This design comes from an exercise in tuning for small area on the open sky130 flow, not from production work.
At most, simulation tests tie the RTL to the original design; equivalence was not proved.
Power figures rest on the tool's default switching activity, not on a simulated workload.

==> flow/design.v <==
module arbitrage_engine (
    input  clk,
    input  rst,         
    input  uart_rx,
    output uart_tx
);
    wire      s1 = uart_rx;
    reg [8:0] rc;
    reg [3:0] rj;
    wire r_idle = ~rj[3] & rj[1] & ~rj[0];       
    wire r_stop = ~rj[3] & ~rj[1] & ~rj[0];      
    wire r_wrap = rc[8] & rc[7] & rc[5] & rc[3] & ~rc[2] & rc[1] & ~rc[0];
    wire r_ev   = rc[8] & ~rc[7] & ~rc[5] & rc[4] & ~rc[3] & rc[2] & ~rc[0];
    wire dev    = r_ev & rj[3];                  
    wire vld    = r_ev & r_stop;                 
    always @(posedge clk) begin
        if (~rst | r_idle | r_wrap) rc <= 9'd130;
        else rc <= {rc[7:0], ~(rc[8] ^ rc[3])};
        if (~rst | vld) rj <= 4'd6;
        else if (r_wrap | (r_idle & ~s1)) rj <= rj + 4'd1;
    end
    reg [2:0] ps;
    wire p_idle = ~ps[2] & ~ps[0];
    wire p_a    = ~ps[2] & ps[0];
    wire p_bh   = ps[2] & ps[0];
    wire p_b    = ps[2] & ps[1];
    wire p_ft   = ps[2] & ~ps[1];
    reg  m;
    wire m_bit = s1 ^ rj[0] ^ p_ft;              
    always @(posedge clk) begin
        if (r_idle) m <= 1'b1;
        else if (dev) m <= m & ~m_bit;
    end
    reg  [15:0] P;
    reg         br, bh;
    wire        pa   = P[0];
    wire        din  = p_b ? (s1 ^ pa ^ br) : s1;
    wire        xfer;
    wire hz    = ~|P[7:0];
    wire lz    = ~|P[15:8];
    wire eq    = hz & ~bh & lz;
    wire neg   = bh | (hz & br);                 
    wire kh    = br | (neg & lz);
    always @(posedge clk) begin
        if (~rst) ps <= 3'b000;
        else if (ps == 3'b010) ps <= 3'b101;
        else if (ps == 3'b101) ps <= 3'b000;
        else if (vld & p_ft) ps <= (m & ~eq) ? 3'b010 : 3'b000;
        else if (vld & (~p_idle | m)) ps <= {ps[1:0], ~ps[2]};
    end
    always @(posedge clk) begin
        if ((dev & ~p_ft) | xfer) P <= {din, P[15:1]};
        if (p_a | (vld & p_bh)) br <= 1'b0;
        else if (dev & p_b) br <= (~pa & (s1 | br)) | (s1 & br);
        if (vld & p_bh) bh <= br;
    end
    reg [2:0] eb;
    reg [3:0] q;
    reg [8:0] c;
    reg [15:0] R;
    reg        rneg, k;
    wire t_idle = q == 4'd3;
    wire t_en   = q == 4'd6;
    wire t_pre  = (q == 4'd4) | (q == 4'd5);
    wire t_start= q == 4'd7;
    wire t_data = q[3];
    wire nb     = c[8] & ~c[7] & c[6] & c[5] & c[4] & ~c[3] & ~c[2] & ~c[0];
    wire e_idle = ~eb[1] & ~eb[0];
    wire e_sh   = ~eb[1] & eb[0];
    wire e_st   = ~eb[2] & eb[1];
    wire e_prof = eb[2];
    wire e_lo   = eb[2] & ~eb[0];
    wire pick   = ps == 3'b101;
    wire e_wait = eb[2] & ~eb[1];
    wire t_extra= q == 4'd0;
    wire go     = t_idle & ~e_idle;
    assign xfer = e_sh & t_start & ~c[4] & c[3] & ~c[2] & c[1] & ~c[0];
    wire rtx    = e_prof & ((nb & t_data & ~(q[2:0] == 3'd7)) | t_extra);
    always @(posedge clk) begin
        if (~rst) q <= 4'd3;
        else if (e_wait) q <= 4'd4;
        else if (go) q <= 4'd6;
        else if (nb | (q == 4'd0) | (q == 4'd2) | t_pre | t_en) q <= q + 4'd1;
        if (~rst | nb) c <= 9'd0;
        else if (t_idle | t_pre | t_en) c <= {8'd0, c[0]};
        else c <= {c[7:0], ~(c[8] ^ c[3])};
        if (~rst) eb <= 3'd0;
        else if (pick) eb <= 3'b100;
        else if (e_wait) eb <= 3'b001;
        else if (go) eb <= {eb[1] & eb[0], eb[0], ~eb[2]};
        if (xfer | rtx) R <= {pa, R[15:1]};
        if (pick) rneg <= neg;
        if (pick) k <= kh;
        else if (e_lo & t_start) k <= rneg;
        else if (rtx) k <= k & ~R[0];
    end
    wire [2:0] bi = t_extra ? 3'd7 : q[2:0];
    reg  bitval;
    always @(*) begin
        if (e_sh)        bitval = bi[0];
        else if (e_st)   bitval = (bi == 3'd0) ? rneg : (bi == 3'd1) ? ~rneg : 1'b0;
        else if (e_prof) bitval = R[0] ^ rneg ^ k;
        else             bitval = ~bi[0];
    end
    assign uart_tx = (t_data | t_extra) ? bitval : ~t_start;
endmodule
==> flow/config.mk <==
export PLATFORM = sky130hd
export DESIGN_NAME = arbitrage_engine
export DESIGN_NICKNAME = arbitrage_engine
export VERILOG_FILES = /design/flow/design.v
export SDC_FILE = /design/flow/constraint.sdc
export NUM_CORES = 4
export LEC_CHECK = 0
export CAP_MARGIN = 20
export CORE_MARGIN = 2
export CORE_UTILIZATION = 40
export SLEW_MARGIN = 20
==> flow/constraint.sdc <==
create_clock -name core_clock -period 20.0 [get_ports {clk}]
set_input_delay 4.0000 -clock core_clock [delete_from_list [all_inputs] [get_ports {clk}]]
set_output_delay 4.0000 -clock core_clock [all_outputs]
set_load 0.01 [all_outputs]
standard.sh (not shown) runs the stock make flow with config.mk's settings and CLKGATE_MAP_FILE= SYNTH_SCRIPT=/design/flow/synth_recipe.tcl, a recipe that flattens the netlist after the stock synthesis.
==> flow/flow/run.sh <==
#!/bin/bash
# Layout flow: the standard synthesis, then its combinational logic
# re-mapped for area (flip-flops untouched; each accepted netlist is
# proven equivalent to the standard one), then the standard ORFS flow
# with a clock tree without dummy loads and minimum-size port buffers.
set -euo pipefail
LIB=$FLOW_HOME/platforms/sky130hd/lib/sky130_fd_sc_hd__tt_025C_1v80.lib
YOSYS=$(command -v yosys || true)
if [[ -z "$YOSYS" ]]; then YOSYS=$FLOW_HOME/../tools/install/yosys/bin/yosys; fi
RES=orfs/results/sky130hd/arbitrage_engine/base

bash standard.sh synth > standard_synth.log 2>&1

cp $RES/1_2_yosys.v std_netlist.v
grep "Chip area" orfs/reports/sky130hd/arbitrage_engine/base/synth_stat.txt > std_stat.txt || echo "Chip area 999999" > std_stat.txt
if python3 flow/filt_lib.py $LIB filt.lib > filt_lib.log 2>&1 \
   && bash flow/remap.sh std_netlist.v $YOSYS 3 > remap.log 2>&1 \
   && ! cmp -s std_netlist.v best.v \
   && bash flow/eqcheck.sh std_netlist.v best.v filt.lib $YOSYS > eqcheck.log 2>&1; then
  cp best.v $RES/1_2_yosys.v
  rm -f $RES/1_synth.odb $RES/1_synth.sdc
  echo "using re-mapped netlist" > netlist_choice.log
else
  echo "re-mapping failed or not proven; using the standard netlist" > netlist_choice.log
fi
rm -f filt.lib try_*.v cur.v eq_gold.v eq_gate.v

bash standard.sh \
  "CTS_ARGS=-sink_clustering_enable -repair_clock_nets -dont_use_dummy_load -buf_list sky130_fd_sc_hd__clkbuf_4" \
  "BUFFER_PORTS_ARGS=-buffer_cell sky130_fd_sc_hd__buf_1" \
  finish > standard_finish.log 2>&1
Other scripts of this flow, unchanged in this note and not shown: flow/flow/abc_1.scr, flow/flow/abc_2.scr, flow/flow/abc_3.scr, flow/flow/abc_4.scr, flow/flow/abc_5.scr, flow/flow/abc_6.scr, flow/flow/abc_7.scr, flow/flow/abc_8.scr, flow/flow/eqcheck.sh, flow/flow/filt_lib.py, flow/flow/remap.sh, flow/flow/remap.ys
The baseline completed without violations.
Edit:
--- a/flow/design.v
+++ b/flow/design.v
@@ -23,43 +23,39 @@
     wire p_idle = ~ps[2] & ~ps[0];
     wire p_a    = ~ps[2] & ps[0];
     wire p_bh   = ps[2] & ps[0];
     wire p_b    = ps[2] & ps[1];
     wire p_ft   = ps[2] & ~ps[1];
-    reg  m;
-    wire m_bit = s1 ^ rj[0] ^ p_ft;              
-    always @(posedge clk) begin
-        if (r_idle) m <= 1'b1;
-        else if (dev) m <= m & ~m_bit;
-    end
     reg  [15:0] P;
     reg         br, bh;
     wire        pa   = P[0];
     wire        din  = p_b ? (s1 ^ pa ^ br) : s1;
     wire        xfer;
-    wire hz    = ~|P[7:0];
-    wire lz    = ~|P[15:8];
+    reg  [15:0] R;
+    wire hdr   = P[15:8] == 8'hAA;
+    wire ftr   = P[15:8] == 8'h55;
+    wire hz    = ~|R[15:8];
+    wire lz    = ~|P[7:0];
     wire eq    = hz & ~bh & lz;
     wire neg   = bh | (hz & br);                 
     wire kh    = br | (neg & lz);
     always @(posedge clk) begin
         if (~rst) ps <= 3'b000;
         else if (ps == 3'b010) ps <= 3'b101;
         else if (ps == 3'b101) ps <= 3'b000;
-        else if (vld & p_ft) ps <= (m & ~eq) ? 3'b010 : 3'b000;
-        else if (vld & (~p_idle | m)) ps <= {ps[1:0], ~ps[2]};
+        else if (vld & p_ft) ps <= ftr ? 3'b010 : 3'b000;
+        else if (vld & (~p_idle | hdr)) ps <= {ps[1:0], ~ps[2]};
     end
     always @(posedge clk) begin
-        if ((dev & ~p_ft) | xfer) P <= {din, P[15:1]};
+        if (dev | xfer) P <= {din, P[15:1]};
         if (p_a | (vld & p_bh)) br <= 1'b0;
         else if (dev & p_b) br <= (~pa & (s1 | br)) | (s1 & br);
         if (vld & p_bh) bh <= br;
     end
     reg [2:0] eb;
     reg [3:0] q;
     reg [8:0] c;
-    reg [15:0] R;
     reg        rneg, k;
     wire t_idle = q == 4'd3;
     wire t_en   = q == 4'd6;
     wire t_pre  = (q == 4'd4) | (q == 4'd5);
     wire t_start= q == 4'd7;
@@ -68,15 +64,15 @@
     wire e_idle = ~eb[1] & ~eb[0];
     wire e_sh   = ~eb[1] & eb[0];
     wire e_st   = ~eb[2] & eb[1];
     wire e_prof = eb[2];
     wire e_lo   = eb[2] & ~eb[0];
-    wire pick   = ps == 3'b101;
+    wire pick   = (ps == 3'b101) & ~eq;
     wire e_wait = eb[2] & ~eb[1];
     wire t_extra= q == 4'd0;
     wire go     = t_idle & ~e_idle;
-    assign xfer = e_sh & t_start & ~c[4] & c[3] & ~c[2] & c[1] & ~c[0];
+    assign xfer = e_sh & t_start & ~c[5] & ~c[4] & c[3] & ~c[2] & c[1] & ~c[0];
     wire rtx    = e_prof & ((nb & t_data & ~(q[2:0] == 3'd7)) | t_extra);
     always @(posedge clk) begin
         if (~rst) q <= 4'd3;
         else if (e_wait) q <= 4'd4;
         else if (go) q <= 4'd6;
@@ -86,11 +82,11 @@
         else c <= {c[7:0], ~(c[8] ^ c[3])};
         if (~rst) eb <= 3'd0;
         else if (pick) eb <= 3'b100;
         else if (e_wait) eb <= 3'b001;
         else if (go) eb <= {eb[1] & eb[0], eb[0], ~eb[2]};
-        if (xfer | rtx) R <= {pa, R[15:1]};
+        if ((dev & p_ft) | xfer | rtx) R <= {pa, R[15:1]};
         if (pick) rneg <= neg;
         if (pick) k <= kh;
         else if (e_lo & t_start) k <= rneg;
         else if (rtx) k <= k & ~R[0];
     end
Result:
- clock-buffer cell count is unchanged
- sequential power stays flat
- wire length goes up by 0.31%
- via count goes up by about 3%
- die area goes up by 1.1%
Function not checked in the second run of this note: the RTL went through the layout flow alone.

## separate check: timing with driven ports
How much do the figures lean on ideal ports? The routed layouts below were timed once more, with nothing changed but the port constraints. Step 1 assumes that a clkbuf_16 drives the clock port and a buf_2 every other input. Step 2 moves the port delays by t, midway between the first and last clock arrival at a register: inputs arrive t later, outputs are due t later. That takes back most of the time a late clock gives input paths. Three values: no drivers, after step 1, after step 2; two values: the first two.
run	t (ns)	setup slack, ns	latest minus earliest clock arrival (ns)	worst register clock-pin slew, ns	worst slew at a driven data input, ns
the first run	0.412	14.152 / 14.127 / 14.539	0.035 / 0.035	0.12 / 0.12	0.03
the second run	0.400	14.141 / 14.116 / 14.517	0.019 / 0.019	0.10 / 0.10	0.03
After both steps every run listed still meets setup and hold.
